Source: an optimization exercise on an open RTL-to-GDS flow (aim: small area, a short achievable clock period and few clock cycles). Production flows keep margins and buffers that such runs may drop. In this exercise RTL edits were held to simulation tests only and were not proved equivalent to the original. Power and IR drop assume default switching activity.

--- flow/design.v ---
`timescale 1ns/10ps
module CLE ( clk, reset, rom_q, rom_a, sram_q, sram_a, sram_d, sram_wen, finish);
input         clk;
input         reset;
input  [7:0]  rom_q;
output [6:0]  rom_a;
input  [7:0]  sram_q;
output [9:0]  sram_a;
output [7:0]  sram_d;
output        sram_wen;
output        finish;
reg finish;
reg sram_wen,sram_wen_next;
reg [9:0] sram_a,sram_a_next;
reg [7:0] sram_d,sram_d_next;
reg [6:0] rom_a,rom_a_next;
reg [3:0] cs,ns;
reg [7:0] rom_buffer [0:127];
reg [7:0] max,max_0,max_1,max_2,max_3;
reg [4:0] X,Y;
reg [7:0] mask [8:0];
reg [7:0] cnt_no; 
reg [2:0] cnt_times;
wire [4:0] X_less_1 = X - 5'd1;
wire [4:0] Y_less_1 = Y - 5'd1;
wire [4:0] X_add_1 = X + 5'd1;
wire [4:0] Y_add_1 = Y + 5'd1;
integer i;
reg [9:0] OBJ_index;
reg OBJ_flag;
parameter IDLE = 4'd0;
parameter READ_ROM = 4'd1;
parameter IS_OBJ = 4'd2;  
parameter READ_OBJ = 4'd3;  
parameter OP_NO = 4'd4;  
parameter WRITE_OBJ = 4'd5;  
parameter FINISH = 4'd7;
parameter IS_OBJ_X = 4'd8;
parameter READ_OBJ_X = 4'd9;
parameter OP_NO_X = 4'd10;
parameter WRITE_OBJ_X = 4'd11;
always@(posedge clk or posedge reset) begin
    if(reset) cs <= IDLE;
    else cs <= ns;
end
always@(*) begin
    case (cs)
    IDLE: ns = READ_ROM;
    READ_ROM: begin
        if({X[1:0],Y} == 7'd127) ns = IS_OBJ;
        else ns = READ_ROM;
    end 
    IS_OBJ: begin
        if({X,Y} == 10'd1023) ns = FINISH;
        else if(OBJ_flag == 1'd1) begin
            ns = READ_OBJ;
        end
        else ns = IS_OBJ;
    end
    READ_OBJ: begin
        if(cnt_times == 3'd5) ns = OP_NO;
        else ns = READ_OBJ;
    end
    OP_NO: begin
        ns = WRITE_OBJ;
    end
    WRITE_OBJ: begin
        if(cnt_times == 3'd4) ns = IS_OBJ;
        else ns = WRITE_OBJ;
    end
    IS_OBJ_X: begin
        if({X,Y} == 10'd1023) ns = FINISH;
        else if(rom_buffer[{X[4:0],Y[4:3]}][~Y[2:0]] == 1'd1) begin
            ns = READ_OBJ_X;
        end
        else ns = IS_OBJ_X;
    end
    READ_OBJ_X: ns = IDLE;
    OP_NO_X: ns = IDLE;
    WRITE_OBJ_X: ns = IDLE;
    FINISH: begin
        ns = FINISH;
    end
    default: ns = IDLE;
    endcase
end
always@(posedge clk or posedge reset) begin
    if(reset) begin
        for (i=0;i<128;i=i+1) begin
            rom_buffer[i] <= 8'd0;
        end
    end
    else if(cs == READ_ROM) begin
        rom_buffer[{X[1:0],Y}-7'd1] <= rom_q;
    end
end
wire [4:0] Y_next = Y + 5'd1;
wire [4:0] X_next = (Y == 5'd31) ? X+5'd1 : X;
always@(posedge clk or posedge reset) begin
    if(reset) begin
        X <= 5'd0;
        Y <= 5'd0;
        OBJ_index <= 10'd0;
        OBJ_flag <= 1'd0;
    end
    else if (cs == READ_ROM) begin
        {X[1:0],Y} <= rom_a_next;
    end
    else if(ns == IS_OBJ) begin
        Y <= Y_next;
        X <= X_next;
        OBJ_index <= {X_next[4:0],Y_next[4:3],~Y_next[2:0]};
        OBJ_flag <= (rom_buffer[{X_next[4:0],Y_next[4:3]}][~Y_next[2:0]] == 1'd1);
    end
end
always@(posedge clk or posedge reset) begin
    if(reset) cnt_times <= 3'd0;
    else if(cs == READ_OBJ) cnt_times <= cnt_times + 3'd1;
    else if(cs == OP_NO) cnt_times <= 3'd0;
    else if(cs == WRITE_OBJ) cnt_times <= cnt_times + 3'd1;
    else if(cs == IS_OBJ) cnt_times <= 3'd0;
end
always@(posedge clk or posedge reset) begin
    if(reset) begin
        for(i=0;i<9;i=i+1) begin
            mask[i] <= 8'd0;
        end
        cnt_no <= 8'hfb;
    end
    else if (cs == READ_OBJ) begin
        if(cnt_times == 3'd0) mask[4] <= cnt_no - 8'd1;
        if(cnt_times == 3'd2) mask[0] <= sram_q;
        else if(cnt_times == 3'd3) mask[1] <= sram_q;
        else if(cnt_times == 3'd4) mask[2] <= sram_q;
        else if(cnt_times == 3'd5) mask[3] <= sram_q;
    end
    else if(cs == OP_NO) begin
        if(mask[0] != 8'd0) mask[0] <= max;
        if(mask[1] != 8'd0) mask[1] <= max;
        if(mask[2] != 8'd0) mask[2] <= max;
        if(mask[3] != 8'd0) mask[3] <= max;
        if(mask[4] != 8'd0) mask[4] <= max;
    end
    else if(cs == WRITE_OBJ) begin
        if(mask[4] == (cnt_no - 8'd1)) cnt_no <= cnt_no - 8'd1;
    end
    else if(cs == IS_OBJ) begin
        for(i=0;i<9;i=i+1) begin
            mask[i] <= 8'd0;
        end
    end
end
always@(*) begin
    if(mask[0] > mask[1]) max_0 = mask[0];
    else max_0 = mask[1];
    if(mask[2] > mask[3]) max_1 = mask[2];
    else max_1 = mask[3];
    if(max_0 > max_1) max_2 = max_0;
    else max_2 = max_1;
    if(max_2 > mask[4]) max = max_2;
    else max = mask[4];
end
always@(*) begin
    if(cs == READ_ROM) begin
        rom_a_next = {X[1:0],Y} + 7'd1;
    end
    else rom_a_next = 7'd0;
end
always@(posedge clk or posedge reset) begin
    if(reset) rom_a <= 7'd0;
    else rom_a <= rom_a_next;
end
always@(*) begin
    if(cs == IS_OBJ) sram_a_next = {X,Y};
    else if(cs == READ_OBJ) begin
        if(cnt_times == 3'd0) sram_a_next = {X_less_1,Y_less_1};
        else if(cnt_times == 3'd1) sram_a_next = {X_less_1,Y};
        else if(cnt_times == 3'd2) sram_a_next = {X_less_1,Y_add_1};
        else if(cnt_times == 3'd3) sram_a_next = {X,Y_less_1};
        else sram_a_next = 10'd0;
    end
    else if(cs == WRITE_OBJ) begin
        if(cnt_times == 3'd0) sram_a_next = {X_less_1,Y_less_1};
        else if(cnt_times == 3'd1) sram_a_next = {X_less_1,Y};
        else if(cnt_times == 3'd2) sram_a_next = {X_less_1,Y_add_1};
        else if(cnt_times == 3'd3) sram_a_next = {X,Y_less_1};
        else if(cnt_times == 3'd4) sram_a_next = {X,Y};
        else sram_a_next = 10'd0;
    end
    else sram_a_next = 10'd0;
end
always @(posedge clk or posedge reset) begin
    if(reset) sram_a <= 10'd0;
    else sram_a <= sram_a_next;
end
always@(*) begin
    if(cs == IS_OBJ) sram_d_next = 8'd0;
    else if(cs == WRITE_OBJ) begin
        sram_d_next = mask[cnt_times];
    end
    else sram_d_next = sram_d;
end
always@(posedge clk or posedge reset) begin
    if(reset) sram_d <= 10'd0;
    else sram_d <= sram_d_next;
end
always@(*) begin
    if(cs == READ_OBJ) sram_wen_next = 1'd1;
    else if(cs == IS_OBJ) sram_wen_next = 1'd0;
    else if(cs == WRITE_OBJ) sram_wen_next = 1'd0;
    else sram_wen_next = 1'd1;
end
always@(posedge clk or posedge reset) begin
    if(reset) sram_wen <= 1'd1;
    else sram_wen <= sram_wen_next;
end
always@(posedge clk or posedge reset) begin
    if(reset) finish <= 1'd0;
    else if(cs == FINISH) finish <= 1'd1;
end
endmodule
--- flow/config.mk ---
export PLATFORM = sky130hd
export DESIGN_NAME = CLE
export DESIGN_NICKNAME = CLE
export VERILOG_FILES = /design/flow/design.v
export SDC_FILE = /design/flow/constraint.sdc
export NUM_CORES = 4
export LEC_CHECK = 0
export CAP_MARGIN = 30
export CORE_MARGIN = 2
export CORE_UTILIZATION = 12
export PLACE_DENSITY = 0.2
export SLEW_MARGIN = 20
--- flow/run.sh ---
#!/bin/bash
# synth_recipe.tcl (not shown) runs the flow's synth.tcl, then flattens the netlist and writes it again
# the make line also repeats each setting of config.mk as NAME=value (left out here)
make -C /OpenROAD-flow-scripts/flow DESIGN_CONFIG=/design/flow/config.mk WORK_HOME=/design/flow/orfs CLKGATE_MAP_FILE= SYNTH_SCRIPT=/design/flow/synth_recipe.tcl finish
--- flow/constraint.sdc ---
create_clock -name core_clock -period 9.0 [get_ports {clk}]
set_input_delay 1.8000 -clock core_clock [delete_from_list [all_inputs] [get_ports {clk}]]
set_output_delay 1.8000 -clock core_clock [all_outputs]
set_load 0.01 [all_outputs]
==> summary.txt <==
registers in the layout, summed over array words and instances, names as in the netlist, 3 cells and up:
register / count
cnt_no: 8
cnt_times: 3
rom_a: 7
cs: 4
sram_d: 8
X: 5
mask: 40
Y: 5
sram_a: 10
rom_buffer: 1024
synthesized netlist by cell type, types with 22 or more instances:
| cell | n |
|---|---|
| a222oi_1 | 25 |
| a32o_1 | 22 |
| nor4_1 | 69 |
| nand4_1 | 156 |
| o21ai_0 | 97 |
| inv_1 | 47 |
| nor3_1 | 92 |
| mux2i_1 | 42 |
| nand3_1 | 182 |
| a22oi_1 | 480 |
| nand2_1 | 257 |
| mux2_2 | 1070 |
| dfrtp_1 | 1109 |
| clkbuf_1 | 177 |
| a221oi_1 | 176 |
| a32oi_1 | 54 |
| buf_2 | 50 |
| o22ai_1 | 24 |
| nor2_1 | 367 |
| a31oi_1 | 28 |
| a22o_1 | 162 |
| xnor2_1 | 31 |
| ha_1 | 50 |
| a21oi_1 | 99 |
power by group:
part           switching (mW)  leakage (nW)  internal, mW  total [mW]
combinational           0.470          14.7         0.188       0.659
sequential              0.614          13.7          5.18        5.79
clock                    2.76          2.52          3.71        6.47
critical path: cells and delay by family (launching register included):
kind | cells | cell delay [ns]
flip-flops | 1 | 0.63
AO/OA/AOI/OAI | 5 | 2.02
AND/OR/NAND/NOR | 7 | 3.33
buffers and inverters | 4 | 0.99
XOR/XNOR | 1 | 0.19
adder cells (fa/ha/maj) | 2 | 0.81
per-layer routing:
layer | GRT usage (%) | vias to the layer above | wire length (um)
met3 | 10.4 | 1633 | 72800
met4 | 25.5 | 38 | 78800
met5 | 0.308 | - | 477
met1 | 42.9 | 36400 | 370000
met2 | 47.3 | 5279 | 351000
li1 | - | 22300 | -
path summary, 6_finish.rpt:
| path | cells past startpoint | to | from |
|---|---|---|---|
| worst max-delay path | 19 | OBJ_flag | Y[1] |
| worst min-delay path | 1 | finish | finish |
| worst max register to register | 19 | OBJ_flag | Y[1] |
| worst min register to register | 1 | finish | finish |
| max in group asynchronous | 4 | rom_buffer[116][4] | reset |
| min in group asynchronous | 2 | rom_buffer[113][0] | reset |
final cells by class:
class,instances,area (um2),share of cell area [%]
repair buffers,804,6690,8.37
well taps,6500,8130,10.2
diodes,163,408,0.510
multi-input cells,3820,31400,39.3
flip-flops and latches,1117,28000,35.0
inverters,48,184,0.230
clock inverters,48,498,0.623
clock buffers,238,4650,5.82
layout by cell type (no fill, tap or decap), types with 30 or more instances in the layout:
master           instances
dfrtp_1               1104
mux2_2                1070
buf_4                  696
a22oi_1                478
nor2_1                 262
nand2_1                247
nand3_1                170
clkbuf_16              164
diode_2                163
a22o_1                 162
a221oi_1               161
nand4_1                156
o21ai_0                 95
a21oi_1                 94
nor2_2                  79
nor3_1                  60
a32oi_1                 53
ha_1                    49
nor4_1                  48
clkbuf_1                47
inv_1                   46
mux2i_1                 40
clkdlybuf4s50_1         36
nor2_4                  33
xnor2_1                 30
cell families (layout without fill, tap and decap cells):
group	count (synthesis)	after routing	share of synthesized area [%]
simple gates	1292	1292	10.8
compound gates	1312	1312	16.9
flops	1117	1117	47.0
xor+xnor	51	51	0.914
mux	1114	1114	21.0
buf+inv	319	1138	2.36
fa+ha+maj	51	51	1.07
other cells	0	163	0
stage by stage:
step | power, mW | instance area, um2 | setup slack [ns] | hold WS [ns] | setup TNS, ns
CTS | 13.1 | 79300 | 1.30 | 0.487 | 0
global placement | 6.49 | 73300 | 1.41 | 0.468 | 0
global route | 13.3 | 79600 | 1.23 | 0.501 | 0
detailed placement | 6.49 | 74100 | 1.33 | 0.474 | 0
floorplan | 5.66 | 59500 | -8.21 | 0.465 | -9133.17
finish | 12.9 | 79900 | 0.755 | 0.481 | 0
==> results.sh <==
export IMPL_cts_tree="done"
export IMPL_die_x_um=708
export IMPL_drcViolationCount=0
export IMPL_fmax_ghz=0.121
export IMPL_arrival_ns=9.06
export IMPL_rsz0062_at_grt="no"
export IMPL_synth_nets=5324
export IMPL_layout_cells_non_filler=12700
export IMPL_critPathSlowestCell="a221oi_1"
export IMPL_leakagePower_nw=31.0
export IMPL_ant_nets=0
export IMPL_cts_repair_resized=0
export IMPL_maxSlewViolCount=0
export IMPL_firstDrtPassIters=7
export IMPL_clkTransAtPathRegs_ns=0.06
export IMPL_finalClockSkew_ns=0.0540
export IMPL_drive_above_1_share_pct=39.1
export IMPL_viasPerCell=5.15
export IMPL_ys_ff_latch=1117
export IMPL_nets=6021
export IMPL_setup_viol=0
export IMPL_cts_path_max_buffers=4
export IMPL_worst_pin_slew_ns=1.42
export IMPL_wl_um=873000
export IMPL_die_area_um2=502000
export IMPL_clk_latency_ns=0.98
export IMPL_crit_top_cell="buf_4"
export IMPL_critPathLaunchType="flip-flop"
export IMPL_fin_crit_sh_pct=91.6
export IMPL_syn_inst=5256
export IMPL_track_usage_pct=33.7
export IMPL_slew_headroom_pct=5.22
export IMPL_synth_edf_count=0
export IMPL_fp_dieH_um=708
export IMPL_required_ns=9.82
export IMPL_synth_top_area_share_pct=46.6
export IMPL_root_buffer="clkbuf_16"
export IMPL_ys_seq_area_share_pct=47.0
export IMPL_hold_viol=0
export IMPL_final_util_pct=16.2
export IMPL_critPathMaxFanout=42
export IMPL_fillCellCount=55000
export IMPL_antenna_found_initial=281
export IMPL_critical_path_max_stage_delay_ns=1.04
export IMPL_syn2layout_area_growth_pct=34.2
export IMPL_asyncSetResetFlopFracSynth_pct=100
export IMPL_reg2reg_setup_slack_ns=0.75
export IMPL_grt_remaining_overflow=0
export IMPL_core_um2=494000
export IMPL_fin_crit_ns=8.25
export IMPL_synth_distinct_cells=99
export IMPL_path_class="reg -> reg"
export IMPL_cts_htree_levels=4
export IMPL_num_rows=258
export IMPL_post_synth_top_area_cell="dfrtp_1"
export IMPL_maxCapViolCount=0
export IMPL_cts_sinks=1117
export IMPL_place_congestion=1.11
export IMPL_hold_class="reg -> reg"
export IMPL_synth_flop_cell="dfrtp_1"
export IMPL_dpl_hpwl_um=725000
export IMPL_grt_pass1_vias=59300
export IMPL_syn_avg_cell_area_um2=11.3
export IMPL_path_cells="ha_1 > and3_1 > ha_4 > nand4_4 > xnor2_4 > buf_12 > nand4_1 > buf_4 > nor2_1 > buf_4 > buf_4 > a221oi_1 > nand3_1 > or4_1 > nor4_2 > o21ai_0 > a32oi_1 > a311oi_1 > a311o_1"
export IMPL_io_pins=45
export IMPL_cp_end_kind="flip-flop"
export IMPL_drt_initial_drc_count=10100
export IMPL_numPortBuffers=44
export IMPL_ir_drop_v=0.000154
export IMPL_grt_max_degree=143
export IMPL_cts_setup_buffers=0
export IMPL_wl_per_cell_um=68.5
export IMPL_vias=65600
export IMPL_syn_cell_area_um2=59500
export IMPL_yosys_warnings=3
export IMPL_power_density_nw_per_um2=162
export IMPL_grt_first_pass_wirelength_um=1020000
export IMPL_start_util_pct=12.1
export IMPL_dp_cells=12300
export IMPL_cts_made_buffers=162
export IMPL_outcome="timing/DRC/antenna clean"
export IMPL_synth_area_leaders="dfrtp_1 (47%), mux2_2 (20%), a22oi_1 (6.1%)"
export IMPL_cts_hold_buf=0
Testbench counts, summed over its fixed seeds: cycles 283,812.

## afterwards: timing with drivers on the ports
In the flow no input, the clock included, has a driving cell. The finished layout below was timed again as built, in two steps.
Step 1 (the two cells are an assumption about what drives the block):
set clk [get_ports {clk}]
set_driving_cell -lib_cell sky130_fd_sc_hd__clkbuf_16 $clk
set_driving_cell -lib_cell sky130_fd_sc_hd__buf_2 [delete_from_list [all_inputs] $clk]
Step 2 adds t to the input delays and takes it off the output delays; t is the mean of the earliest and latest rising clock arrival at the registers after step 1. Input paths then give back, and output paths get back, about the clock's delay inside the block.
Slacks: no drivers / after step 1 / after step 2; pairs: no drivers / after step 1.
t, ns: 1.062
setup slack, ns: 0.755 / 0.755 / 0.755
worst hold slack (ns): 0.481 / 0.481 / 0.481
worst slew at a driven data input, ns: 0.05
After both steps this run still meets setup and hold. For this run, drivers alone change the setup slack by 0.000 ns; drivers and shift together by 0.000 ns.
